Source: an optimization exercise on an open RTL-to-GDS flow (aim: small area). Production flows keep margins and buffers that such runs may drop. Function was checked by simulation only, so behaviour that the tests miss may differ from the original. Power figures rest on the tool's default switching activity, not on a simulated workload.

==> design/flow/design.v <==
`timescale 1ns / 1ps
module btn_dbc(
    input clk,
    input btn_in,
    input rst,
    input ena,
    output btn
    );
    reg [1:0] debounce;
    always @ (posedge clk) begin
        if (rst) begin
            debounce <= 2'b00;
        end
        else begin
            case (debounce)
                2'b00: debounce <= (ena && btn_in) ? 2'b01 : 2'b00;
                2'b01: debounce <= ~ena ? 2'b01 : (btn_in ? 2'b11 : 2'b00);
                2'b11: debounce <= 2'b10;
                default: debounce <= (ena && ~btn_in) ? 2'b00 : 2'b10;
            endcase
        end
    end
    assign btn = debounce == 2'b11;
endmodule
module mem(
    input [3:0] songselect,
    input [8:0] A,
    input [4:0] pitchshift,
    output [9:0] romnote,
    output [4:0] rompit,
    output [3:0] bm1,
    output ge
    );
    wire s1 = songselect == 4'b0001;
    wire s2 = songselect == 4'b0010;
    wire s4 = songselect == 4'b0100;
    wire s8 = songselect == 4'b1000;
    assign ge = s1 ? A >= 9'd93 : s2 ? A >= 9'd67 : s4 ? A >= 9'd374 : s8 ? A >= 9'd10 : A >= 9'd200;
    wire n0 = A[3] ? 1'b0 : 1'b1;
    wire n1 = A[2] ? 1'b0 : n0;
    wire n2 = A[0] ? 1'b0 : n1;
    wire n3 = A[2] ? 1'b1 : 1'b0;
    wire n4 = A[2] ? 1'b0 : 1'b1;
    wire n5 = A[1] ? n4 : n3;
    wire n6 = A[0] ? 1'b0 : n5;
    wire n7 = A[4] ? n6 : n2;
    wire n8 = A[5] ? 1'b0 : n7;
    wire n9 = A[3] ? 1'b1 : 1'b0;
    wire n10 = A[2] ? n9 : 1'b0;
    wire n11 = A[1] ? 1'b0 : n10;
    wire n12 = A[0] ? n11 : 1'b0;
    wire n13 = A[4] ? n12 : 1'b0;
    wire n14 = A[5] ? 1'b0 : n13;
    wire n15 = A[6] ? n14 : n8;
    wire n16 = A[7] ? 1'b0 : n15;
    wire n17 = A[8] ? 1'b0 : n16;
    wire n18 = A[1] ? n10 : 1'b0;
    wire n19 = A[0] ? 1'b0 : n18;
    wire n20 = A[4] ? 1'b0 : n19;
    wire n21 = A[1] ? 1'b0 : n1;
    wire n22 = A[0] ? 1'b0 : n21;
    wire n23 = A[4] ? n22 : 1'b0;
    wire n24 = A[5] ? n23 : n20;
    wire n25 = A[6] ? 1'b0 : n24;
    wire n26 = A[7] ? 1'b0 : n25;
    wire n27 = A[8] ? 1'b0 : n26;
    wire n28 = A[1] ? n1 : 1'b0;
    wire n29 = A[0] ? 1'b0 : n28;
    wire n30 = A[4] ? n29 : n2;
    wire n31 = A[2] ? 1'b0 : n9;
    wire n32 = A[2] ? n0 : 1'b0;
    wire n33 = A[1] ? n32 : n31;
    wire n34 = A[0] ? n33 : 1'b0;
    wire n35 = A[1] ? 1'b0 : n31;
    wire n36 = A[0] ? n35 : 1'b0;
    wire n37 = A[4] ? n36 : n34;
    wire n38 = A[5] ? n37 : n30;
    wire n39 = A[1] ? n10 : n31;
    wire n40 = A[1] ? n9 : n10;
    wire n41 = A[0] ? n40 : n39;
    wire n42 = A[2] ? n0 : 1'b1;
    wire n43 = A[1] ? n42 : n4;
    wire n44 = A[2] ? n9 : 1'b1;
    wire n45 = A[0] ? n44 : n43;
    wire n46 = A[4] ? n45 : n41;
    wire n47 = A[1] ? n42 : n31;
    wire n48 = A[1] ? 1'b0 : n44;
    wire n49 = A[0] ? n48 : n47;
    wire n50 = A[1] ? n0 : n32;
    wire n51 = A[0] ? n50 : 1'b1;
    wire n52 = A[4] ? n51 : n49;
    wire n53 = A[5] ? n52 : n46;
    wire n54 = A[6] ? n53 : n38;
    wire n55 = A[0] ? n11 : n10;
    wire n56 = A[4] ? n11 : n55;
    wire n57 = A[1] ? n32 : 1'b0;
    wire n58 = A[1] ? 1'b0 : n32;
    wire n59 = A[0] ? n58 : n57;
    wire n60 = A[1] ? 1'b0 : n4;
    wire n61 = A[0] ? n60 : n28;
    wire n62 = A[4] ? n61 : n59;
    wire n63 = A[5] ? n62 : n56;
    wire n64 = A[1] ? n9 : n44;
    wire n65 = A[1] ? n10 : n0;
    wire n66 = A[0] ? n11 : n65;
    wire n67 = A[4] ? n66 : n64;
    wire n68 = A[1] ? n1 : n0;
    wire n69 = A[0] ? 1'b0 : n68;
    wire n70 = A[4] ? 1'b0 : n69;
    wire n71 = A[5] ? n70 : n67;
    wire n72 = A[6] ? n71 : n63;
    wire n73 = A[7] ? n72 : n54;
    wire n74 = A[2] ? n0 : n9;
    wire n75 = A[1] ? n0 : n74;
    wire n76 = A[0] ? n21 : n75;
    wire n77 = A[4] ? 1'b0 : n76;
    wire n78 = A[1] ? n10 : n32;
    wire n79 = A[0] ? n11 : n78;
    wire n80 = A[4] ? n69 : n79;
    wire n81 = A[5] ? n80 : n77;
    wire n82 = A[4] ? n76 : 1'b0;
    wire n83 = A[5] ? 1'b0 : n82;
    wire n84 = A[6] ? n83 : n81;
    wire n85 = A[8] ? n84 : n73;
    wire n86 = A[1] ? n31 : n9;
    wire n87 = A[0] ? 1'b0 : n86;
    wire n88 = A[0] ? n21 : 1'b0;
    wire n89 = A[4] ? n88 : n87;
    wire n90 = A[5] ? 1'b0 : n89;
    wire n91 = A[0] ? 1'b0 : n11;
    wire n92 = A[4] ? n91 : 1'b0;
    wire n93 = A[5] ? 1'b0 : n92;
    wire n94 = A[6] ? n93 : n90;
    wire n95 = A[7] ? 1'b0 : n94;
    wire n96 = A[8] ? 1'b0 : n95;
    wire n97 = A[4] ? 1'b0 : n12;
    wire n98 = A[0] ? n18 : 1'b0;
    wire n99 = A[4] ? 1'b0 : n98;
    wire n100 = A[5] ? n99 : n97;
    wire n101 = A[6] ? 1'b0 : n100;
    wire n102 = A[7] ? 1'b0 : n101;
    wire n103 = A[8] ? 1'b0 : n102;
    wire n104 = A[0] ? n18 : n21;
    wire n105 = A[4] ? n104 : n19;
    wire n106 = A[0] ? 1'b0 : n57;
    wire n107 = A[1] ? n1 : n32;
    wire n108 = A[0] ? n107 : 1'b0;
    wire n109 = A[4] ? n108 : n106;
    wire n110 = A[5] ? n109 : n105;
    wire n111 = A[6] ? n110 : 1'b0;
    wire n112 = A[1] ? n31 : 1'b0;
    wire n113 = A[0] ? n112 : n28;
    wire n114 = A[0] ? n58 : 1'b0;
    wire n115 = A[4] ? n114 : n113;
    wire n116 = A[5] ? 1'b0 : n115;
    wire n117 = A[0] ? n58 : n11;
    wire n118 = A[4] ? n117 : n57;
    wire n119 = A[0] ? n35 : n11;
    wire n120 = A[4] ? n36 : n119;
    wire n121 = A[5] ? n120 : n118;
    wire n122 = A[6] ? n121 : n116;
    wire n123 = A[7] ? n122 : n111;
    wire n124 = A[0] ? n11 : n21;
    wire n125 = A[4] ? n22 : n124;
    wire n126 = A[4] ? n119 : n117;
    wire n127 = A[5] ? n126 : n125;
    wire n128 = A[4] ? n124 : n36;
    wire n129 = A[4] ? 1'b0 : n22;
    wire n130 = A[5] ? n129 : n128;
    wire n131 = A[6] ? n130 : n127;
    wire n132 = A[8] ? n131 : n123;
    wire n133 = A[4] ? n22 : n106;
    wire n134 = A[0] ? 1'b0 : n75;
    wire n135 = A[4] ? 1'b0 : n134;
    wire n136 = A[5] ? n135 : n133;
    wire n137 = A[0] ? n112 : 1'b0;
    wire n138 = A[4] ? n137 : 1'b0;
    wire n139 = A[5] ? 1'b0 : n138;
    wire n140 = A[6] ? n139 : n136;
    wire n141 = A[7] ? 1'b0 : n140;
    wire n142 = A[8] ? 1'b0 : n141;
    wire n143 = A[1] ? n31 : n10;
    wire n144 = A[0] ? 1'b0 : n143;
    wire n145 = A[4] ? 1'b0 : n144;
    wire n146 = A[1] ? n9 : 1'b0;
    wire n147 = A[0] ? 1'b0 : n146;
    wire n148 = A[4] ? n98 : n147;
    wire n149 = A[5] ? n148 : n145;
    wire n150 = A[6] ? 1'b0 : n149;
    wire n151 = A[7] ? 1'b0 : n150;
    wire n152 = A[8] ? 1'b0 : n151;
    wire n153 = A[1] ? n74 : n31;
    wire n154 = A[0] ? n153 : n50;
    wire n155 = A[4] ? n154 : n108;
    wire n156 = A[0] ? n86 : n18;
    wire n157 = A[4] ? n156 : n144;
    wire n158 = A[5] ? n157 : n155;
    wire n159 = A[1] ? n31 : n1;
    wire n160 = A[0] ? n18 : n159;
    wire n161 = A[4] ? n114 : n160;
    wire n162 = A[0] ? n18 : n107;
    wire n163 = A[0] ? n146 : n78;
    wire n164 = A[4] ? n163 : n162;
    wire n165 = A[5] ? n164 : n161;
    wire n166 = A[6] ? n165 : n158;
    wire n167 = A[0] ? n60 : n74;
    wire n168 = A[1] ? n31 : n74;
    wire n169 = A[0] ? 1'b0 : n168;
    wire n170 = A[4] ? n169 : n167;
    wire n171 = A[0] ? n44 : n10;
    wire n172 = A[1] ? n10 : n44;
    wire n173 = A[0] ? 1'b0 : n172;
    wire n174 = A[4] ? n173 : n171;
    wire n175 = A[5] ? n174 : n170;
    wire n176 = A[0] ? n31 : n57;
    wire n177 = A[4] ? n176 : n114;
    wire n178 = A[0] ? n10 : n31;
    wire n179 = A[5] ? n178 : n177;
    wire n180 = A[6] ? n179 : n175;
    wire n181 = A[7] ? n180 : n166;
    wire n182 = A[0] ? 1'b0 : n10;
    wire n183 = A[0] ? n1 : 1'b0;
    wire n184 = A[4] ? n183 : n182;
    wire n185 = A[4] ? n178 : n176;
    wire n186 = A[5] ? n185 : n184;
    wire n187 = A[4] ? n182 : n178;
    wire n188 = A[4] ? 1'b0 : n183;
    wire n189 = A[5] ? n188 : n187;
    wire n190 = A[6] ? n189 : n186;
    wire n191 = A[8] ? n190 : n181;
    wire n192 = A[0] ? 1'b0 : n78;
    wire n193 = A[4] ? 1'b0 : n192;
    wire n194 = A[4] ? n134 : 1'b0;
    wire n195 = A[5] ? n194 : n193;
    wire n196 = A[0] ? 1'b0 : n112;
    wire n197 = A[4] ? n196 : 1'b0;
    wire n198 = A[5] ? 1'b0 : n197;
    wire n199 = A[6] ? n198 : n195;
    wire n200 = A[7] ? 1'b0 : n199;
    wire n201 = A[8] ? 1'b0 : n200;
    wire n202 = A[0] ? n31 : 1'b0;
    wire n203 = A[4] ? 1'b0 : n202;
    wire n204 = A[1] ? 1'b0 : n9;
    wire n205 = A[0] ? 1'b0 : n204;
    wire n206 = A[4] ? n19 : n205;
    wire n207 = A[5] ? n206 : n203;
    wire n208 = A[6] ? 1'b0 : n207;
    wire n209 = A[7] ? 1'b0 : n208;
    wire n210 = A[8] ? 1'b0 : n209;
    wire n211 = A[4] ? n12 : n34;
    wire n212 = A[4] ? n22 : n19;
    wire n213 = A[5] ? n212 : n211;
    wire n214 = A[4] ? n36 : 1'b0;
    wire n215 = A[5] ? 1'b0 : n214;
    wire n216 = A[6] ? n215 : n213;
    wire n217 = A[0] ? 1'b0 : n35;
    wire n218 = A[1] ? n1 : n3;
    wire n219 = A[0] ? n218 : n11;
    wire n220 = A[4] ? n219 : n217;
    wire n221 = A[4] ? n34 : 1'b0;
    wire n222 = A[5] ? n221 : n220;
    wire n223 = A[4] ? 1'b0 : n21;
    wire n224 = A[0] ? n57 : n18;
    wire n225 = A[0] ? n58 : n1;
    wire n226 = A[4] ? n225 : n224;
    wire n227 = A[5] ? n226 : n223;
    wire n228 = A[6] ? n227 : n222;
    wire n229 = A[7] ? n228 : n216;
    wire n230 = A[0] ? n35 : n50;
    wire n231 = A[4] ? n230 : n137;
    wire n232 = A[0] ? n57 : n39;
    wire n233 = A[4] ? n232 : 1'b0;
    wire n234 = A[5] ? n233 : n231;
    wire n235 = A[4] ? n137 : n225;
    wire n236 = A[4] ? 1'b0 : n230;
    wire n237 = A[5] ? n236 : n235;
    wire n238 = A[6] ? n237 : n234;
    wire n239 = A[8] ? n238 : n229;
    wire n240 = A[0] ? n28 : 1'b0;
    wire n241 = A[4] ? 1'b0 : n240;
    wire n242 = A[0] ? 1'b0 : n40;
    wire n243 = A[4] ? n22 : n242;
    wire n244 = A[5] ? n243 : n241;
    wire n245 = A[6] ? 1'b0 : n244;
    wire n246 = A[7] ? 1'b0 : n245;
    wire n247 = A[8] ? 1'b0 : n246;
    wire n248 = A[0] ? n146 : 1'b0;
    wire n249 = A[4] ? n248 : n32;
    wire n250 = A[1] ? n32 : n1;
    wire n251 = A[0] ? n250 : 1'b0;
    wire n252 = A[2] ? n9 : n0;
    wire n253 = A[1] ? n1 : n252;
    wire n254 = A[0] ? n253 : 1'b0;
    wire n255 = A[4] ? n254 : n251;
    wire n256 = A[5] ? n255 : n249;
    wire n257 = A[6] ? 1'b0 : n256;
    wire n258 = A[7] ? 1'b0 : n257;
    wire n259 = A[8] ? 1'b0 : n258;
    wire n260 = A[0] ? n153 : 1'b0;
    wire n261 = A[4] ? n260 : 1'b0;
    wire n262 = A[4] ? n19 : 1'b0;
    wire n263 = A[5] ? n262 : n261;
    wire n264 = A[0] ? n112 : n58;
    wire n265 = A[4] ? 1'b0 : n264;
    wire n266 = A[5] ? n265 : n129;
    wire n267 = A[6] ? n266 : n263;
    wire n268 = A[0] ? n35 : n32;
    wire n269 = A[0] ? n21 : n58;
    wire n270 = A[4] ? n269 : n268;
    wire n271 = A[0] ? n58 : n35;
    wire n272 = A[4] ? n271 : n59;
    wire n273 = A[5] ? n272 : n270;
    wire n274 = A[0] ? n40 : n10;
    wire n275 = A[4] ? n22 : n274;
    wire n276 = A[0] ? n21 : n57;
    wire n277 = A[0] ? 1'b0 : n58;
    wire n278 = A[4] ? n277 : n276;
    wire n279 = A[5] ? n278 : n275;
    wire n280 = A[6] ? n279 : n273;
    wire n281 = A[7] ? n280 : n267;
    wire n282 = A[0] ? n58 : n112;
    wire n283 = A[4] ? n217 : n282;
    wire n284 = A[0] ? n1 : n68;
    wire n285 = A[4] ? n276 : n284;
    wire n286 = A[5] ? n285 : n283;
    wire n287 = A[4] ? n282 : n277;
    wire n288 = A[1] ? n4 : 1'b1;
    wire n289 = A[0] ? n4 : n288;
    wire n290 = A[4] ? n289 : n217;
    wire n291 = A[5] ? n290 : n287;
    wire n292 = A[6] ? n291 : n286;
    wire n293 = A[8] ? n292 : n281;
    wire n294 = A[5] ? 1'b0 : n262;
    wire n295 = A[6] ? 1'b0 : n294;
    wire n296 = A[7] ? 1'b0 : n295;
    wire n297 = A[8] ? 1'b0 : n296;
    wire n298 = A[0] ? n32 : 1'b0;
    wire n299 = A[4] ? n298 : n114;
    wire n300 = A[5] ? n299 : n212;
    wire n301 = A[0] ? 1'b0 : n32;
    wire n302 = A[4] ? 1'b0 : n301;
    wire n303 = A[5] ? 1'b0 : n302;
    wire n304 = A[6] ? n303 : n300;
    wire n305 = A[4] ? n240 : 1'b0;
    wire n306 = A[0] ? n57 : 1'b0;
    wire n307 = A[4] ? n306 : 1'b0;
    wire n308 = A[5] ? n307 : n305;
    wire n309 = A[6] ? 1'b0 : n308;
    wire n310 = A[7] ? n309 : n304;
    wire n311 = A[8] ? 1'b0 : n310;
    wire n312 = A[4] ? n242 : 1'b0;
    wire n313 = A[5] ? n312 : 1'b0;
    wire n314 = A[5] ? 1'b0 : n129;
    wire n315 = A[6] ? n314 : n313;
    wire n316 = A[7] ? 1'b0 : n315;
    wire n317 = A[8] ? 1'b0 : n316;
    wire n318 = A[0] ? n11 : n143;
    wire n319 = A[4] ? n318 : 1'b0;
    wire n320 = A[4] ? 1'b0 : n106;
    wire n321 = A[5] ? n320 : n319;
    wire n322 = A[4] ? 1'b0 : n88;
    wire n323 = A[5] ? 1'b0 : n322;
    wire n324 = A[6] ? n323 : n321;
    wire n325 = A[7] ? 1'b0 : n324;
    wire n326 = A[8] ? 1'b0 : n325;
    wire n327 = A[0] ? n143 : 1'b0;
    wire n328 = A[4] ? n98 : n327;
    wire n329 = A[0] ? 1'b0 : n107;
    wire n330 = A[4] ? n329 : n183;
    wire n331 = A[5] ? n330 : n328;
    wire n332 = A[5] ? 1'b0 : n188;
    wire n333 = A[6] ? n332 : n331;
    wire n334 = A[0] ? n21 : n31;
    wire n335 = A[4] ? n334 : 1'b0;
    wire n336 = A[0] ? n58 : n10;
    wire n337 = A[4] ? n336 : n183;
    wire n338 = A[5] ? n337 : n335;
    wire n339 = A[4] ? n298 : 1'b0;
    wire n340 = A[5] ? n339 : n13;
    wire n341 = A[6] ? n340 : n338;
    wire n342 = A[7] ? n341 : n333;
    wire n343 = A[5] ? n97 : n322;
    wire n344 = A[4] ? n88 : n298;
    wire n345 = A[5] ? 1'b0 : n344;
    wire n346 = A[6] ? n345 : n343;
    wire n347 = A[8] ? n346 : n342;
    wire n348 = A[2] ? 1'b1 : n9;
    wire n349 = A[1] ? 1'b1 : n348;
    wire n350 = A[0] ? 1'b0 : n349;
    wire n351 = A[1] ? n0 : n42;
    wire n352 = A[0] ? 1'b0 : n351;
    wire n353 = A[4] ? n352 : n350;
    wire n354 = A[5] ? 1'b0 : n353;
    wire n355 = A[6] ? n354 : 1'b0;
    wire n356 = A[7] ? 1'b0 : n355;
    wire n357 = A[8] ? 1'b0 : n356;
    wire n358 = A[4] ? n352 : n240;
    wire n359 = A[4] ? n137 : n329;
    wire n360 = A[5] ? n359 : n358;
    wire n361 = A[4] ? 1'b0 : n29;
    wire n362 = A[5] ? 1'b0 : n361;
    wire n363 = A[6] ? n362 : n360;
    wire n364 = A[7] ? 1'b0 : n363;
    wire n365 = A[8] ? 1'b0 : n364;
    wire n366 = A[4] ? 1'b0 : n114;
    wire n367 = A[5] ? n366 : 1'b0;
    wire n368 = A[6] ? 1'b0 : n367;
    wire n369 = A[0] ? n11 : n35;
    wire n370 = A[4] ? n369 : 1'b0;
    wire n371 = A[5] ? n370 : n214;
    wire n372 = A[6] ? n371 : 1'b0;
    wire n373 = A[7] ? n372 : n368;
    wire n374 = A[4] ? 1'b0 : n36;
    wire n375 = A[5] ? n374 : n214;
    wire n376 = A[4] ? 1'b0 : n369;
    wire n377 = A[5] ? n36 : n376;
    wire n378 = A[6] ? n377 : n375;
    wire n379 = A[8] ? n378 : n373;
    wire n380 = A[1] ? n3 : n31;
    wire n381 = A[0] ? 1'b0 : n380;
    wire n382 = A[4] ? n381 : 1'b0;
    wire n383 = A[5] ? n129 : n382;
    wire n384 = A[6] ? 1'b0 : n383;
    wire n385 = A[7] ? 1'b0 : n384;
    wire n386 = A[8] ? 1'b0 : n385;
    wire n387 = A[5] ? n214 : 1'b0;
    wire n388 = A[6] ? n314 : n387;
    wire n389 = A[7] ? 1'b0 : n388;
    wire n390 = A[8] ? 1'b0 : n389;
    wire n391 = A[5] ? n129 : 1'b0;
    wire n392 = A[0] ? 1'b0 : n60;
    wire n393 = A[4] ? n392 : 1'b0;
    wire n394 = A[5] ? n393 : 1'b0;
    wire n395 = A[6] ? n394 : n391;
    wire n396 = A[8] ? n395 : 1'b0;
    wire n397 = A[1] ? n3 : n348;
    wire n398 = A[0] ? n397 : 1'b0;
    wire n399 = A[4] ? n398 : 1'b0;
    wire n400 = A[5] ? n322 : n399;
    wire n401 = A[6] ? 1'b0 : n400;
    wire n402 = A[7] ? 1'b0 : n401;
    wire n403 = A[8] ? 1'b0 : n402;
    wire n404 = A[5] ? n339 : 1'b0;
    wire n405 = A[6] ? 1'b0 : n404;
    wire n406 = A[7] ? 1'b0 : n405;
    wire n407 = A[8] ? 1'b0 : n406;
    wire n408 = A[1] ? n42 : 1'b1;
    wire n409 = A[4] ? n408 : 1'b1;
    wire n410 = A[5] ? 1'b0 : n409;
    wire n411 = A[6] ? n410 : 1'b1;
    wire n412 = A[7] ? 1'b0 : n411;
    wire n413 = A[8] ? 1'b0 : n412;
    wire n414 = A[0] ? 1'b1 : n408;
    wire n415 = A[0] ? 1'b1 : n349;
    wire n416 = A[4] ? n415 : n414;
    wire n417 = A[0] ? n44 : 1'b1;
    wire n418 = A[4] ? n417 : 1'b1;
    wire n419 = A[5] ? n418 : n416;
    wire n420 = A[0] ? 1'b1 : n44;
    wire n421 = A[2] ? 1'b1 : n0;
    wire n422 = A[1] ? 1'b1 : n421;
    wire n423 = A[0] ? n422 : 1'b1;
    wire n424 = A[4] ? n423 : n420;
    wire n425 = A[1] ? 1'b1 : n44;
    wire n426 = A[0] ? 1'b1 : n425;
    wire n427 = A[4] ? 1'b1 : n426;
    wire n428 = A[5] ? n427 : n424;
    wire n429 = A[6] ? n428 : n419;
    wire n430 = A[1] ? n44 : n252;
    wire n431 = A[1] ? 1'b1 : n252;
    wire n432 = A[0] ? n431 : n430;
    wire n433 = A[4] ? 1'b1 : n432;
    wire n434 = A[0] ? 1'b1 : n42;
    wire n435 = A[4] ? n415 : n434;
    wire n436 = A[5] ? n435 : n433;
    wire n437 = A[0] ? 1'b1 : n422;
    wire n438 = A[4] ? n437 : 1'b1;
    wire n439 = A[5] ? n438 : 1'b1;
    wire n440 = A[6] ? n439 : n436;
    wire n441 = A[7] ? n440 : n429;
    wire n442 = A[4] ? 1'b1 : n437;
    wire n443 = A[5] ? 1'b1 : n442;
    wire n444 = A[6] ? n443 : 1'b1;
    wire n445 = A[8] ? n444 : n441;
    wire n446 = A[6] ? n14 : 1'b0;
    wire n447 = A[7] ? 1'b0 : n446;
    wire n448 = A[8] ? 1'b0 : n447;
    wire n449 = A[1] ? n421 : 1'b1;
    wire n450 = A[0] ? n449 : n44;
    wire n451 = A[1] ? 1'b0 : 1'b1;
    wire n452 = A[0] ? n42 : n451;
    wire n453 = A[4] ? n452 : n450;
    wire n454 = A[1] ? n421 : n348;
    wire n455 = A[0] ? 1'b1 : n454;
    wire n456 = A[1] ? n44 : 1'b1;
    wire n457 = A[0] ? n456 : n349;
    wire n458 = A[4] ? n457 : n455;
    wire n459 = A[5] ? n458 : n453;
    wire n460 = A[6] ? n459 : n419;
    wire n461 = A[1] ? 1'b1 : n42;
    wire n462 = A[0] ? n461 : 1'b1;
    wire n463 = A[4] ? 1'b1 : n462;
    wire n464 = A[5] ? 1'b1 : n463;
    wire n465 = A[0] ? n422 : n449;
    wire n466 = A[4] ? n408 : n465;
    wire n467 = A[4] ? n437 : n415;
    wire n468 = A[5] ? n467 : n466;
    wire n469 = A[6] ? n468 : n464;
    wire n470 = A[7] ? n469 : n460;
    wire n471 = A[1] ? n348 : n44;
    wire n472 = A[1] ? n348 : 1'b1;
    wire n473 = A[0] ? n472 : n471;
    wire n474 = A[4] ? 1'b1 : n473;
    wire n475 = A[4] ? n415 : n408;
    wire n476 = A[5] ? n475 : n474;
    wire n477 = A[4] ? n473 : n437;
    wire n478 = A[5] ? 1'b1 : n477;
    wire n479 = A[6] ? n478 : n476;
    wire n480 = A[8] ? n479 : n470;
    wire n481 = A[1] ? n348 : n3;
    wire n482 = A[1] ? n74 : n348;
    wire n483 = A[0] ? n482 : n481;
    wire n484 = A[0] ? n40 : 1'b1;
    wire n485 = A[4] ? n484 : n483;
    wire n486 = A[1] ? n3 : n1;
    wire n487 = A[0] ? n486 : n349;
    wire n488 = A[1] ? n10 : n1;
    wire n489 = A[0] ? n10 : n488;
    wire n490 = A[4] ? n489 : n487;
    wire n491 = A[5] ? n490 : n485;
    wire n492 = A[6] ? 1'b0 : n491;
    wire n493 = A[7] ? 1'b0 : n492;
    wire n494 = A[8] ? 1'b0 : n493;
    wire n495 = A[5] ? n339 : n212;
    wire n496 = A[4] ? n36 : n301;
    wire n497 = A[0] ? n21 : n107;
    wire n498 = A[4] ? 1'b0 : n497;
    wire n499 = A[5] ? n498 : n496;
    wire n500 = A[6] ? n499 : n495;
    wire n501 = A[1] ? n32 : n74;
    wire n502 = A[1] ? 1'b0 : n74;
    wire n503 = A[0] ? n502 : n501;
    wire n504 = A[4] ? 1'b0 : n503;
    wire n505 = A[4] ? n22 : n182;
    wire n506 = A[5] ? n505 : n504;
    wire n507 = A[6] ? 1'b0 : n506;
    wire n508 = A[7] ? n507 : n500;
    wire n509 = A[8] ? 1'b0 : n508;
    wire n510 = A[4] ? n423 : 1'b1;
    wire n511 = A[0] ? n349 : n471;
    wire n512 = A[4] ? 1'b1 : n511;
    wire n513 = A[5] ? n512 : n510;
    wire n514 = A[6] ? n513 : 1'b1;
    wire n515 = A[0] ? n0 : n42;
    wire n516 = A[4] ? n415 : n515;
    wire n517 = A[5] ? n516 : n433;
    wire n518 = A[6] ? 1'b1 : n517;
    wire n519 = A[7] ? n518 : n514;
    wire n520 = A[8] ? 1'b1 : n519;
    wire n521 = A[0] ? n42 : n408;
    wire n522 = A[4] ? n521 : 1'b1;
    wire n523 = A[5] ? 1'b0 : n522;
    wire n524 = A[6] ? n523 : 1'b1;
    wire n525 = A[7] ? 1'b0 : n524;
    wire n526 = A[8] ? 1'b0 : n525;
    wire n527 = A[5] ? n223 : 1'b1;
    wire n528 = A[4] ? n40 : 1'b0;
    wire n529 = A[5] ? 1'b1 : n528;
    wire n530 = A[6] ? n529 : n527;
    wire n531 = A[7] ? 1'b1 : n530;
    wire n532 = A[8] ? 1'b1 : n531;
    wire n533 = A[0] ? n44 : n430;
    wire n534 = A[1] ? 1'b1 : 1'b0;
    wire n535 = A[1] ? n9 : n31;
    wire n536 = A[0] ? n535 : n534;
    wire n537 = A[4] ? n536 : n533;
    wire n538 = A[1] ? n9 : n252;
    wire n539 = A[0] ? n538 : n488;
    wire n540 = A[4] ? n539 : n306;
    wire n541 = A[5] ? n540 : n537;
    wire n542 = A[6] ? 1'b1 : n541;
    wire n543 = A[7] ? 1'b1 : n542;
    wire n544 = A[8] ? 1'b1 : n543;
    wire n545 = A[1] ? n0 : 1'b1;
    wire n546 = A[0] ? n545 : n42;
    wire n547 = A[1] ? n42 : n44;
    wire n548 = A[0] ? n547 : n44;
    wire n549 = A[4] ? n548 : n546;
    wire n550 = A[1] ? n348 : n9;
    wire n551 = A[0] ? n348 : n550;
    wire n552 = A[1] ? n9 : n42;
    wire n553 = A[1] ? n3 : n4;
    wire n554 = A[0] ? n553 : n552;
    wire n555 = A[4] ? n554 : n551;
    wire n556 = A[5] ? n555 : n549;
    wire n557 = A[0] ? n461 : n408;
    wire n558 = A[4] ? n557 : 1'b1;
    wire n559 = A[1] ? n42 : n421;
    wire n560 = A[0] ? n559 : n422;
    wire n561 = A[4] ? n560 : n456;
    wire n562 = A[5] ? n561 : n558;
    wire n563 = A[6] ? n562 : n556;
    wire n564 = A[1] ? 1'b1 : n9;
    wire n565 = A[0] ? n425 : n564;
    wire n566 = A[4] ? n422 : n565;
    wire n567 = A[1] ? n3 : 1'b1;
    wire n568 = A[1] ? 1'b1 : n3;
    wire n569 = A[0] ? n568 : n567;
    wire n570 = A[4] ? n461 : n569;
    wire n571 = A[5] ? n570 : n566;
    wire n572 = A[0] ? n559 : n545;
    wire n573 = A[4] ? n572 : 1'b1;
    wire n574 = A[1] ? n42 : n348;
    wire n575 = A[1] ? 1'b1 : n74;
    wire n576 = A[0] ? n575 : n574;
    wire n577 = A[4] ? n576 : n472;
    wire n578 = A[5] ? n577 : n573;
    wire n579 = A[6] ? n578 : n571;
    wire n580 = A[7] ? n579 : n563;
    wire n581 = A[1] ? n9 : 1'b1;
    wire n582 = A[4] ? n425 : n581;
    wire n583 = A[4] ? n472 : n572;
    wire n584 = A[5] ? n583 : n582;
    wire n585 = A[4] ? n581 : n576;
    wire n586 = A[4] ? 1'b1 : n425;
    wire n587 = A[5] ? n586 : n585;
    wire n588 = A[6] ? n587 : n584;
    wire n589 = A[8] ? n588 : n580;
    wire n590 = A[1] ? n421 : n42;
    wire n591 = A[4] ? 1'b1 : n590;
    wire n592 = A[0] ? n21 : 1'b1;
    wire n593 = A[0] ? 1'b0 : 1'b1;
    wire n594 = A[4] ? n593 : n592;
    wire n595 = A[5] ? n594 : n591;
    wire n596 = A[4] ? n484 : n593;
    wire n597 = A[5] ? 1'b1 : n596;
    wire n598 = A[6] ? n597 : n595;
    wire n599 = A[7] ? 1'b1 : n598;
    wire n600 = A[8] ? 1'b1 : n599;
    wire n601 = A[0] ? n456 : 1'b1;
    wire n602 = A[0] ? n40 : n422;
    wire n603 = A[4] ? n602 : n601;
    wire n604 = A[0] ? n349 : n18;
    wire n605 = A[4] ? n604 : n487;
    wire n606 = A[5] ? n605 : n603;
    wire n607 = A[6] ? 1'b1 : n606;
    wire n608 = A[7] ? 1'b1 : n607;
    wire n609 = A[8] ? 1'b1 : n608;
    wire n610 = A[0] ? n408 : n461;
    wire n611 = A[1] ? n44 : n9;
    wire n612 = A[0] ? n564 : n611;
    wire n613 = A[4] ? n612 : n610;
    wire n614 = A[0] ? n425 : n9;
    wire n615 = A[1] ? n44 : n0;
    wire n616 = A[1] ? n10 : n42;
    wire n617 = A[0] ? n616 : n615;
    wire n618 = A[4] ? n617 : n614;
    wire n619 = A[5] ? n618 : n613;
    wire n620 = A[0] ? n349 : n482;
    wire n621 = A[4] ? n620 : n521;
    wire n622 = A[0] ? n538 : n64;
    wire n623 = A[4] ? n622 : n601;
    wire n624 = A[5] ? n623 : n621;
    wire n625 = A[6] ? n624 : n619;
    wire n626 = A[1] ? n421 : n32;
    wire n627 = A[1] ? n421 : n1;
    wire n628 = A[0] ? n627 : n626;
    wire n629 = A[4] ? n423 : n628;
    wire n630 = A[0] ? n421 : n567;
    wire n631 = A[4] ? n462 : n630;
    wire n632 = A[5] ? n631 : n629;
    wire n633 = A[0] ? n408 : n449;
    wire n634 = A[4] ? n633 : 1'b1;
    wire n635 = A[0] ? n472 : 1'b1;
    wire n636 = A[0] ? n349 : n408;
    wire n637 = A[4] ? n636 : n635;
    wire n638 = A[5] ? n637 : n634;
    wire n639 = A[6] ? n638 : n632;
    wire n640 = A[7] ? n639 : n625;
    wire n641 = A[0] ? n581 : 1'b1;
    wire n642 = A[0] ? n425 : 1'b1;
    wire n643 = A[4] ? n642 : n641;
    wire n644 = A[4] ? n635 : n633;
    wire n645 = A[5] ? n644 : n643;
    wire n646 = A[4] ? n641 : n636;
    wire n647 = A[4] ? 1'b1 : n642;
    wire n648 = A[5] ? n647 : n646;
    wire n649 = A[6] ? n648 : n645;
    wire n650 = A[8] ? n649 : n640;
    wire n651 = A[4] ? n21 : 1'b0;
    wire n652 = A[5] ? n651 : 1'b0;
    wire n653 = A[6] ? 1'b0 : n652;
    wire n654 = A[7] ? 1'b0 : n653;
    wire n655 = A[8] ? 1'b0 : n654;
    wire n656 = A[4] ? n306 : n114;
    wire n657 = A[5] ? n656 : n23;
    wire n658 = A[4] ? 1'b0 : n306;
    wire n659 = A[5] ? 1'b0 : n658;
    wire n660 = A[6] ? n659 : n657;
    wire n661 = A[7] ? 1'b0 : n660;
    wire n662 = A[8] ? 1'b0 : n661;
    wire n663 = A[0] ? n18 : n35;
    wire n664 = A[4] ? n663 : n224;
    wire n665 = A[4] ? n137 : n306;
    wire n666 = A[5] ? n665 : n664;
    wire n667 = A[6] ? n362 : n666;
    wire n668 = A[7] ? 1'b0 : n667;
    wire n669 = A[8] ? 1'b0 : n668;
    wire n670 = A[5] ? 1'b0 : n320;
    wire n671 = A[6] ? n670 : 1'b0;
    wire n672 = A[7] ? 1'b0 : n671;
    wire n673 = A[8] ? 1'b0 : n672;
    assign romnote[0] = s1 ? n17 : s2 ? n27 : s4 ? n85 : 1'b0;
    assign romnote[1] = s1 ? n96 : s2 ? n103 : s4 ? n132 : 1'b0;
    assign romnote[2] = s1 ? n142 : s2 ? n152 : s4 ? n191 : 1'b0;
    assign romnote[3] = s1 ? n201 : s2 ? n210 : s4 ? n239 : 1'b0;
    assign romnote[4] = s1 ? n247 : s2 ? n259 : s4 ? n293 : 1'b0;
    assign romnote[5] = s1 ? 1'b0 : s2 ? n297 : s4 ? n311 : 1'b0;
    assign romnote[6] = s1 ? n317 : s2 ? n326 : s4 ? n347 : 1'b0;
    assign romnote[7] = s1 ? n357 : s2 ? n365 : s4 ? n379 : 1'b0;
    assign romnote[8] = s1 ? n386 : s2 ? n390 : s4 ? n396 : 1'b0;
    assign romnote[9] = s1 ? n403 : s2 ? n407 : s4 ? 1'b0 : 1'b0;
    assign rompit[0] = s1 ? n413 : s2 ? n297 : s4 ? n445 : (s8 & (A < 9'd10) & pitchshift[0]);
    assign rompit[1] = s1 ? n448 : s2 ? 1'b0 : s4 ? n480 : (s8 & (A < 9'd10) & pitchshift[1]);
    assign rompit[2] = s1 ? n448 : s2 ? n494 : s4 ? n509 : (s8 & (A < 9'd10) & pitchshift[2]);
    assign rompit[3] = s1 ? n448 : s2 ? n494 : s4 ? n520 : (s8 & (A < 9'd10) & pitchshift[3]);
    assign rompit[4] = s1 ? n526 : s2 ? 1'b0 : s4 ? 1'b0 : (s8 & (A < 9'd10) & pitchshift[4]);
    assign bm1[0] = s1 ? n532 : s2 ? n544 : s4 ? n589 : 1'b1;
    assign bm1[1] = s1 ? n600 : s2 ? n609 : s4 ? n650 : 1'b1;
    assign bm1[2] = s1 ? 1'b0 : s2 ? n655 : s4 ? n662 : 1'b0;
    assign bm1[3] = s1 ? 1'b0 : s2 ? n669 : s4 ? n673 : 1'b0;
endmodule
`timescale 1ns / 1ps
module right_note_machine (
    input clk,
    input rst,  
    input [9:0] rawnote,  
    input mode,  
    input pitchUP,  
    input pitchDOWN,  
    input autospeed,  
    input cycle,  
    input [3:0] songselect,
    output tx  
    );
    reg [9:0] tcnt;
    reg rst_q;
    always @(posedge clk) begin
        rst_q <= rst;
        if (rst) tcnt <= 10'd0;
        else tcnt <= tcnt + 10'd1;
    end
    wire tick = ~rst_q & (tcnt[3:0] == 4'd0);        
    wire beat_fast = tick & (tcnt[8:4] == 5'd0);     
    wire beat_slow = beat_fast & ~tcnt[9];           
    wire btnUP, btnDOWN, btnMODE;
    btn_dbc bUP(clk, pitchUP, rst, tick, btnUP);
    btn_dbc bDOWN(clk, pitchDOWN, rst, tick, btnDOWN);
    btn_dbc bMODE(clk, mode, rst, tick, btnMODE);
    reg playbackMode;
    reg [4:0] pitch;
    always @(posedge clk) begin
        if (rst) playbackMode <= 1'b0;
        else if (btnMODE) playbackMode <= ~playbackMode;
        if (rst) pitch <= 5'd7;
        else if (btnDOWN) pitch <= (pitch == 5'd0) ? 5'd0 : pitch - 5'd1;
        else if (btnUP) pitch <= (pitch == 5'd19) ? 5'd19 : pitch + 5'd1;
    end
    reg [8:0] step;   
    reg [3:0] cnt;    
    wire [9:0] romnote;
    wire [4:0] rompit;
    wire [3:0] bm1;
    wire ge;
    mem m0(songselect, step, pitch, romnote, rompit, bm1, ge);
    wire play = playbackMode & ~(ge & ~cycle);
    wire [9:0] key = play ? (romnote | rawnote) : rawnote;
    wire [4:0] ps = play ? rompit : pitch;
    wire pulse = play & (autospeed ? beat_slow : beat_fast);
    always @(posedge clk) begin
        if (rst) begin
            step <= 9'd0;
            cnt <= 4'd0;
        end else if (pulse) begin
            if (cnt == bm1) begin
                cnt <= 4'd0;
                step <= ge ? 9'd0 : step + 9'd1;  
            end else cnt <= cnt + 4'd1;
        end
    end
    reg [9:0] key_reg;
    reg [9:0] difference;
    reg [4:0] ps_reg;
    reg mstart;
    wire working;     
    wire mready = ~working;
    wire pchg = ps_reg != ps;
    wire [9:0] first_k = key_reg & (~key_reg + 10'd1);
    wire [9:0] first_d = difference & (~difference + 10'd1);
    wire [9:0] first = pchg ? first_k : first_d;
    wire any = pchg ? |key_reg : |difference;
    wire [3:0] koff;
    assign koff[0] = first[2] | first[3] | first[4] | first[9];
    assign koff[1] = first[1] | first[2] | first[4] | first[6] | first[8] | first[9];
    assign koff[2] = first[3] | first[4] | first[7] | first[8] | first[9];
    assign koff[3] = first[5] | first[6] | first[7] | first[8] | first[9];
    wire new_on = ~pchg & |(first & key);
    reg msg_on;
    reg [6:0] msg_note;
    always @(posedge clk) begin
        if (rst) begin
            difference <= 10'd0;
            key_reg <= 10'd0;
            ps_reg <= 5'd7;
            mstart <= 1'b0;
        end else begin
            difference <= key ^ key_reg;
            if (mready) begin
                ps_reg <= ps;
                if (any) begin
                    key_reg <= (key_reg & ~first) | (first & key & {10{~pchg}});
                    mstart <= 1'b1;
                end
            end else mstart <= 1'b0;
        end
        if (mready & any & ~mstart) begin
            msg_on <= new_on;
            msg_note <= 7'h32 + koff + ps_reg;
        end
    end
    reg [1:0] mst;
    reg [3:0] count;
    reg [2:0] cd;
    assign working = (mst != 2'd0) | (count == 4'd13);
    wire idle = count == 4'd15;
    wire last = (count == 4'd10) & (cd == 3'd7);
    wire tready = idle | last;
    always @(posedge clk) begin
        if (rst) mst <= 2'd0;
        else if (mstart & ~working) mst <= 2'd1;
        else if (tready & (mst != 2'd0)) mst <= mst + 2'd1;
        if (rst) begin
            count <= 4'd15;
            cd <= 3'd0;
        end else if (tready) begin
            count <= (mst == 2'd3) ? 4'd13 : (mst != 2'd0) ? 4'd14 : 4'd15;
            cd <= 3'd0;
        end else if ((count == 4'd13) | (count == 4'd14)) count <= 4'd0;
        else {count, cd} <= {count, cd} + 7'd1;
    end
    wire [7:0] tbyte = (mst == 2'd2) ? {3'b100, msg_on, 4'b0000} :
                       (mst == 2'd3) ? {1'b0, msg_note} : 8'h20;
    reg bitv;
    always @(*) begin
        case (count)
            4'd0: bitv = 1'b0;
            4'd1: bitv = tbyte[0];
            4'd2: bitv = tbyte[1];
            4'd3: bitv = tbyte[2];
            4'd4: bitv = tbyte[3];
            4'd5: bitv = tbyte[4];
            4'd6: bitv = tbyte[5];
            4'd7: bitv = tbyte[6];
            4'd8: bitv = tbyte[7];
            default: bitv = 1'b1;
        endcase
    end
    assign tx = bitv;
endmodule
==> design/flow/flow/run.sh <==
#!/bin/bash
# The standard layout, with these changes:
# - synthesis maps the logic for area: flow/synth.tcl runs ABC with flow/area.script,
#   which restructures the logic with &deepsyn and maps it with area recovery, and
#   adders are left to ABC (no full/half-adder extraction, no Kogge-Stone carry map);
# - the port buffers are buf_1;
# - the clock tree uses clkbuf_8 and no dummy loads;
# - after global routing, gates off the critical paths are downsized (RECOVER_POWER).
# Each ORFS step writes its own log under orfs/logs; make's output goes to flow_make.log.
set -euo pipefail
cd "$(dirname "$0")/.."
WORK=$(pwd)
export AREA_ABC_SCRIPT=$WORK/flow/area.script
bash standard.sh \
  SYNTH_SCRIPT=$WORK/flow/synth.tcl \
  ADDER_MAP_FILE= \
  SYNTH_OPERATIONS_ARGS=-nofsm \
  RECOVER_POWER=100 \
  "BUFFER_PORTS_ARGS=-buffer_cell sky130_fd_sc_hd__buf_1" \
  "CTS_ARGS=-sink_clustering_enable -repair_clock_nets -dont_use_dummy_load -buf_list sky130_fd_sc_hd__clkbuf_8" \
  finish > $WORK/flow_make.log 2>&1
==> design/flow/flow/area.script <==
&get -n
&st
&deepsyn -T 40 -S 1
&deepsyn -T 40 -S 2
&deepsyn -T 40 -S 3
&deepsyn -T 40 -S 4
&deepsyn -T 40 -S 5
&dch
&nf -R 1000 -E 100 -C 32 -F 8 -A 8
&put
topo
==> design/flow/flow/synth.tcl <==
# The standard synthesis (synth_recipe.tcl), with one change: ABC maps the logic with
# flow/area.script, an area-oriented script (&deepsyn, then mapping with area recovery), in place of ORFS's speed script. Flip-flops
# are mapped before ABC runs, so the registers are the standard synthesis's.
proc synth {args} { yosys synth -nofsm -noshare {*}$args }
proc abc {args} {
  set new {}
  set skip 0
  foreach a $args {
    if {$skip} { lappend new $::env(AREA_ABC_SCRIPT); set skip 0; continue }
    if {$a eq "-script"} { lappend new -script; set skip 1; continue }
    lappend new $a
  }
  puts "abc with the area script: $new"
  yosys abc {*}$new
}
source $::env(SCRIPTS_DIR)/synth.tcl
# left out here: clear keep_hierarchy, flatten, clean up, hide names made inside functions, write 1_2_yosys.v
==> design/flow/standard.sh <==
#!/bin/bash
# synth_recipe.tcl (not shown) runs the flow's synth.tcl, then flattens the netlist and writes it again
# the make line also repeats each setting of config.mk as NAME=value (left out here)
make -C /OpenROAD-flow-scripts/flow DESIGN_CONFIG=/design/flow/config.mk WORK_HOME=/design/flow/orfs CLKGATE_MAP_FILE= SYNTH_SCRIPT=/design/flow/synth_recipe.tcl "${@:-finish}"
==> design/flow/config.mk <==
export PLATFORM = sky130hd
export DESIGN_NAME = right_note_machine
export DESIGN_NICKNAME = right_note_machine
export VERILOG_FILES = /design/flow/design.v
export SDC_FILE = /design/flow/constraint.sdc
export NUM_CORES = 4
export LEC_CHECK = 0
export CAP_MARGIN = 20
export CORE_MARGIN = 2
export CORE_UTILIZATION = 50
export GPL_TIMING_DRIVEN = 0
export SETUP_SLACK_MARGIN = 0.6
export SLEW_MARGIN = 20
export SYNTH_MEMORY_MAX_BITS = 65536
==> design/flow/constraint.sdc <==
create_clock -name core_clock -period 10.0 [get_ports {clk}]
set_input_delay 2.0000 -clock core_clock [delete_from_list [all_inputs] [get_ports {clk}]]
set_output_delay 2.0000 -clock core_clock [all_outputs]
set_load 0.01 [all_outputs]
==> reports/results.txt, run 1 <==
port bufs: 21
leakage power: 0.00220 uW
# clock sinks: 79
ant diodes: 0
Req. time, crit path: 10.12 ns
Routability Congestion: 1.17
CP Launch Type: input port
Syn Inst Count: 905
Mapped Area: 0.00626 mm^2
num rows: 40
Max transition margin: -0.0357
SO Viols: max-capacitance violations, max-slew violations
Placeable Area: 0.0121 mm^2
Worst Clk Skew: 0.0356 ns
pwr dens: 124 mW/mm^2
Num CTS Buffers: 9
layout cell share with drive strength beyond 1: 0.0255
critical path endpoint category: flop
FFs w/ async S/R, synth: 0
Area Growth Syn to Fin: 9.04%
CP arrival: 9.00 ns
final setup fails: 0
cells resized by post-CTS repair: 0
Overall Global Routing Usage: 0.419
DR vias: 8417
number of synthesized flops with an enable pin: 8
gr ovfl total: 0
most common cell after layout, fill and taps aside: nor2_1
DRT iter0 DRCs: 1906
Worst Hold Class: flop to flop
worst slack at placement: 1.04 ns
CTS max path bufs: 2
Die Height: 116 um
max-capacitance violation count: 1
Root Driver: clkbuf_8
number of vias per cell: 7.60
post-route worst setup slack: 1.12 ns
distinct cell type count after synthesis: 56
# DRC: 0
Worst Path Max Fanout: 14
Initial Util: 0.517
Seq/Total Area, Yosys: 0.265
Comb pwr share: 0.293
RSZ-0062 raised after global routing: no
clk slew on worst S/H paths: 0.08 ns
Die W: 116 um
DRT Pass-1 Iters: 11
kind of critical path: input port to flop
initial antenna violation count: 0
Ports: 22
vias in the first global route: 7644
setup TNS: 0 ns
maximum vdd ir drop: 0.0990 mV
H-tree Lvls: 3
Pint: 527 uW
NetSw: 318 uW
run status: finished with violations
fin crit period: 8.88 ns
Post-DP HPWL: 19900 um
Final Max Slew Viols: 27
Clk pwr share: 0.217
CTS tree: built
total routed wirelength: 28300 um
Max Freq: 113 MHz
largest net degree at the start of global routing: 31
most frequent cells in the layout: nor2_1 (124), nand2_1 (114), a21oi_1 (96)
Primary FF master, synth: dfxtp_1
Final Hold Fails: 0
hold_buf cts: 0
Ys Warns: 2
total die area: 0.0134 mm^2
flops & latches, synth: 79
nets: 963
Tightest Pin Transition: 1.55 ns
Final period util: 0.888
syn avg cell area: 6.92 um^2
Flop pwr share: 0.491
Switching Share: 0.376
WL/cell: 25.5 um
first-pass GRT wire length: 42500 um
Detail Route Antenna Nets: 0
Post-CTS Setup Inserts: 0
syn_nets: 926
Skew-Pair Late Insertion Delay: 0.38 ns
==> kinds of logic (layout without fill, tap and decap cells) <==
| group | Yosys count | in the layout | synth area share |
|---|---|---|---|
| buf+inv | 14 | 49 | 0.00840 |
| simple gates | 442 | 442 | 0.337 |
| compound gates | 340 | 340 | 0.347 |
| fa+ha+maj | 1 | 1 | 0.00160 |
| xor+xnor | 29 | 29 | 0.0406 |
| flops | 79 | 79 | 0.265 |
==> metal layers <==
layer  track usage  wire length, um  up-vias
met3         0.205             4270      272
met1         0.487            10000     3816
met4         0.262             2530        0
met2         0.616            11500      755
li1              -                -     3574
met5             0                0        -
==> metrics by stage <==
stage	util	power (uW)	instances	hold slack [ns]	area, um^2
6_report	0.563	844	1108	0.460	6820
5_1_grt	0.563	887	1108	0.488	6820
4_1_cts	0.563	834	1108	0.457	6820
3_5_place_dp	0.553	653	1099	0.447	6700
3_3_place_gp	0.541	642	1094	0.431	6550
2_1_floorplan	-	572	905	0.421	6260
==> Yosys cell counts (13+ instances only) <==
cell	number	share of area
a21oi_1	96	0.077
a31oi_1	24	0.024
and2_0	17	0.017
and3_1	15	0.015
clkinv_1	14	0.0084
dfxtp_1	71	0.23
nand2_1	114	0.068
nand2b_1	17	0.017
nand3_1	32	0.026
nand4_1	15	0.015
nor2_1	126	0.076
nor2b_1	20	0.020
nor3_1	42	0.034
o211ai_1	17	0.020
o21ai_0	77	0.062
o31ai_1	15	0.018
xnor2_1	13	0.018
xor2_1	16	0.022
==> worst paths after layout <==
kind	cells past startpoint	endpoint	slack [ns]	from
min	1	bMODE.debounce[0]$_SDFF_PP0_	0.46	bMODE.debounce[1]$_SDFF_PP0_
min reg2reg	1	bMODE.debounce[0]$_SDFF_PP0_	0.46	bMODE.debounce[1]$_SDFF_PP0_
max	28	msg_note[5]$_DFFE_PP_	1.12	songselect[3]
max reg2reg	28	msg_note[5]$_DFFE_PP_	1.39	step[1]$_SDFFE_PP0P_
==> area by class of cell <==
cell class                 count  area [um^2]
fill                        1154         5290
multi-input combinational    812         4560
sequential                    79         1670
tap                          168          210
timing repair buffer          26          209
clock buffer                   9          124
inverter                      14         52.6
==> power by group through the flow <==
| stage | Sequential, uW | Clock [uW] | Combinational (uW) |
|---|---|---|---|
| finish | 414 | 183 | 247 |
| global route | 418 | 201 | 267 |
| detailed placement | 419 | 0 | 233 |
| floorplan | 406 | 0 | 166 |
| global placement | 419 | 0 | 223 |
| CTS | 412 | 187 | 235 |
==> critical path: stages <==
cell	delay, ns
buf_1	0.11
nor4b_1	0.82
nand2_1	0.61
o221ai_1	0.32
o21ai_0	0.18
o21a_1	0.48
o21ai_0	0.30
a21oi_1	0.08
a21oi_1	0.29
nor2_1	0.07
a21oi_1	0.15
nand4_1	0.24
nor4_1	0.45
nor3b_1	0.34
nand2b_1	0.14
nor3_1	0.35
nor4bb_1	0.28
a21oi_1	0.14
and2_0	0.19
nand4_1	0.15
and2_0	0.24
nor2_1	0.11
xor2_1	0.17
a21oi_1	0.27
maj3_1	0.27
clkinv_1	0.08
nand2_1	0.07
o21ai_0	0.07
==> run 2: changes to the inputs <==
==> design/flow/flow/area.script (replaced) <==
&get -n
&st
&deepsyn -T 40 -S 1
&deepsyn -T 40 -S 2
&deepsyn -T 40 -S 3
&deepsyn -T 40 -S 4
&deepsyn -T 40 -S 5
&deepsyn -T 40 -S 6
&deepsyn -T 40 -S 7
&deepsyn -T 40 -S 8
&dch
&nf -R 1000 -E 100 -C 32 -F 8 -A 8
&put
topo
==> run 2 against run 1 <==
Compared with the run above: still fails the layout checks on max-capacitance violations, max-slew violations; sequential power up 2%; critical path depth unchanged; clock skew down 0.0054 ns; register-to-register slack worse by 0.64 ns; synthesized area down 0.60%; wire length up 2.8%; critical endpoint is now msg_note[6]$_DFFE_PP_; largest power group unchanged.
==> reports/results.txt, run 2 <==
Area Growth Syn to Fin: 8.53% (was 9.04%)
Mapped Area: 0.00622 mm^2 (was 0.00626 mm^2)
WL/cell: 26.4 um (was 25.5 um)
FFs w/ async S/R, synth: 0 (unchanged)
Worst Path Max Fanout: 14 (unchanged)
Seq/Total Area, Yosys: 0.267 (was 0.265)
Post-DP HPWL: 20400 um (was 19900 um)
CP arrival: 9.37 ns (was 9.00 ns)
GR Util met1: 0.509 (was 0.487)
CTS tree: built (unchanged)
Die Height: 116 um (about the same)
run status: finished with violations (unchanged)
top-area cell type share of the netlist area: 0.228 (was 0.227)
Final Max Slew Viols: 27 (unchanged)
# DRC: 0 (unchanged)
final core utilization: 0.560 (was 0.563)
max-capacitance violation count: 1 (unchanged)
initial antenna violation count: 0 (unchanged)
total routed wirelength: 29100 um (was 28300 um)
Ports: 22 (unchanged)
# clock sinks: 79 (unchanged)
met3 Use GR: 0.145 (was 0.205)
gr ovfl total: 0 (unchanged)
Die W: 116 um (about the same)
Max transition margin: -0.0625 (was -0.0357)
Root Driver: clkbuf_8 (unchanged)
DR vias: 8457 (was 8417)
Syn Inst Count: 901 (was 905)
largest area contributor in the netlist: dfxtp_1 (unchanged)
kind of critical path: input port to flop (unchanged)
Final Hold Fails: 0 (unchanged)
critical path endpoint category: flop (unchanged)
syn avg cell area: 6.90 um^2 (was 6.92 um^2)
RSZ-0062 raised after global routing: no (unchanged)
flops & latches, synth: 79 (unchanged)
most common cell in the netlist: nand2_1 (was nor2_1)
pwr dens: 132 mW/mm^2 (was 124 mW/mm^2)
Routability Congestion: 1.12 (was 1.17)
maximum vdd ir drop: 0.131 mV (was 0.0990 mV)
Commonest cells post-synth: nand2_1 (125), nor2_1 (115), a21oi_1 (94) (was nor2_1 (126), nand2_1 (114), a21oi_1 (96))
Worst Clk Skew: 0.0302 ns (was 0.0356 ns)
Detail Route Antenna Nets: 0 (unchanged)
most common cell after layout, fill and taps aside: nand2_1 (was nor2_1)
Final period util: 0.926 (was 0.888)
distinct cell type count after synthesis: 53 (was 56)
number of vias per cell: 7.67 (was 7.60)
port bufs: 21 (unchanged)
final setup fails: 0 (unchanged)
ant diodes: 0 (unchanged)
Max Freq: 108 MHz (was 113 MHz)
clk slew on worst S/H paths: 0.06 ns (was 0.08 ns)
total die area: 0.0134 mm^2 (about the same)
num rows: 40 (unchanged)
Tightest Pin Transition: 1.59 ns (was 1.55 ns)
Overall Global Routing Usage: 0.434 (was 0.419)
Primary FF master, synth: dfxtp_1 (unchanged)
layout cell share with drive strength beyond 1: 0.0235 (was 0.0255)
number of synthesized flops with an enable pin: 8 (unchanged)
M2 GR Usage: 0.662 (was 0.616)
H-tree Lvls: 3 (unchanged)
CP Launch Type: input port (unchanged)
most frequent cells in the layout: nand2_1 (125), nor2_1 (115), a21oi_1 (94) (was nor2_1 (124), nand2_1 (114), a21oi_1 (96))
leakage power: 0.00218 uW (was 0.00220 uW)
Num CTS Buffers: 9 (unchanged)
Req. time, crit path: 10.10 ns (was 10.12 ns)
Initial Util: 0.516 (was 0.517)
CTS max path bufs: 2 (unchanged)
Skew-Pair Late Insertion Delay: 0.39 ns (was 0.38 ns)
Worst Hold Class: flop to flop (unchanged)
fin crit period: 9.26 ns (was 8.88 ns)
largest net degree at the start of global routing: 38 (was 31)
hold_buf cts: 0 (unchanged)
nets: 958 (was 963)
hold slack: 0.482 ns (was 0.460 ns)
syn_nets: 922 (was 926)
first-pass GRT wire length: 44000 um (was 42500 um)
DRT Pass-1 Iters: 15 (was 11)
SO Viols: max-capacitance violations, max-slew violations (unchanged)
top cells by area, synth: dfxtp_1 (23%), a21oi_1 (7.6%), nand2_1 (7.5%), nor2_1 (6.9%), o21ai_0 (5.7%) (was dfxtp_1 (23%), a21oi_1 (7.7%), nor2_1 (7.6%), nand2_1 (6.8%), o21ai_0 (6.2%))
vias in the first global route: 7849 (was 7644)
Ys Warns: 2 (unchanged)
DRT iter0 DRCs: 1902 (was 1906)
GR peak layer: met2 (unchanged)
setup TNS: 0 ns (unchanged)
Placeable Area: 0.0121 mm^2 (about the same)
run 2: power by group:
group	internal [uW]	switching [uW]	total, uW
logic	86.6	195	282
registers	372	50.7	423
clock network	80.3	106	187
run 2: path summary, 6_finish.rpt:
path,to,cells after the start,slack (ns),start
setup / recovery,msg_note[6]$_DFFE_PP_,28,0.74,songselect[3]
hold / removal,bUP.debounce[0]$_SDFF_PP0_,1,0.48,bUP.debounce[1]$_SDFF_PP0_
hold reg to reg,bUP.debounce[0]$_SDFF_PP0_,1,0.48,bUP.debounce[1]$_SDFF_PP0_
setup reg to reg,msg_note[6]$_DFFE_PP_,27,0.75,step[3]$_SDFFE_PP0P_
run 2: stage by stage:
step	power (uW)	instances	worst slack, ns	area, um^2
after floorplan	599	901	2.38	6220
after global routing	930	1103	0.327	6750
after global placement	676	1090	0.560	6510
after detailed placement	695	1094	0.418	6630
final	891	1103	0.737	6750
after CTS	879	1103	0.767	6750
run 2: cell families after synthesis:
kind of cell | after synthesis | synth area share
fa+ha+maj | 2 | 0.00322
xor+xnor | 31 | 0.0436
simple gates | 434 | 0.328
compound gates | 329 | 0.342
flops | 79 | 0.267
buf+inv | 26 | 0.0157
run 2: worst max-delay path, stage by stage:
cell and delay [ns]:
buf_1 0.10, or4b_1 0.60, nor3_2 0.39, nand2b_1 0.42, nand2_1 0.23, nor2_1 0.05, o21ai_0 0.26, o21a_1 0.59
o21ai_0 0.30, o21ai_0 0.26, clkinv_1 0.15, a22oi_1 0.22, nand4b_1 0.22, or3_1 0.46, nor4_1 0.31, nand2b_1 0.17
nor3_1 0.30, nand2_1 0.14, nor2_1 0.13, a32oi_1 0.11, nand2_1 0.21, clkinv_1 0.09, nand4_1 0.15, and2_0 0.24
nor2_1 0.10, maj3_1 0.39, maj3_1 0.42, or3_1 0.35
run 2: final cells by class:
class                      count  area (um^2)
sequential                    79         1670
clock buffer                   9          124
inverter                      26         97.6
tap                          168          210
timing repair buffer          25          166
multi-input combinational    796         4490
fill                        1140         5310
run 2: layer usage:
layer | vias to the layer above | routed length, um
li1 | 3529 | -
met1 | 3833 | 10100
met2 | 809 | 12200
met3 | 286 | 3940
met4 | 0 | 2890
met5 | - | 0
run 2: repair_timing:
action | 4_1_cts | 5_1_grt
resized for setup | 0 | 2
setup buffers | 0 | 0
setup endpoints to repair | 0 | 3

## re-timing with driven ports
No port has a modelled driver above. Below, the same layouts with a new extraction and two added sets of constraints.
Step 1: set_driving_cell puts a clkbuf_16 on clk and a buf_2 on each other input, an assumption about the parent block.
Step 2, shift: input delay + t, output delay - t, t = (earliest + latest rising clock arrival at the registers) / 2. This alone moves slack from input paths to output paths.
a / b / c = ideal ports / drivers / drivers and shift; a / b = the first two.
run | shift t [ns] | setup slack, ns | latest minus earliest clock arrival (ns) | worst data-port slew with drivers (ns)
run 1 | 0.399 | 1.117 / 1.133 / 0.734 | 0.036 / 0.036 | 0.04
run 2 | 0.407 | 0.737 / 0.751 / 0.345 | 0.030 / 0.030 | 0.04
The setup slack of run 2, which loses most, moves by +0.014 ns with the drivers and by -0.392 ns with both steps.
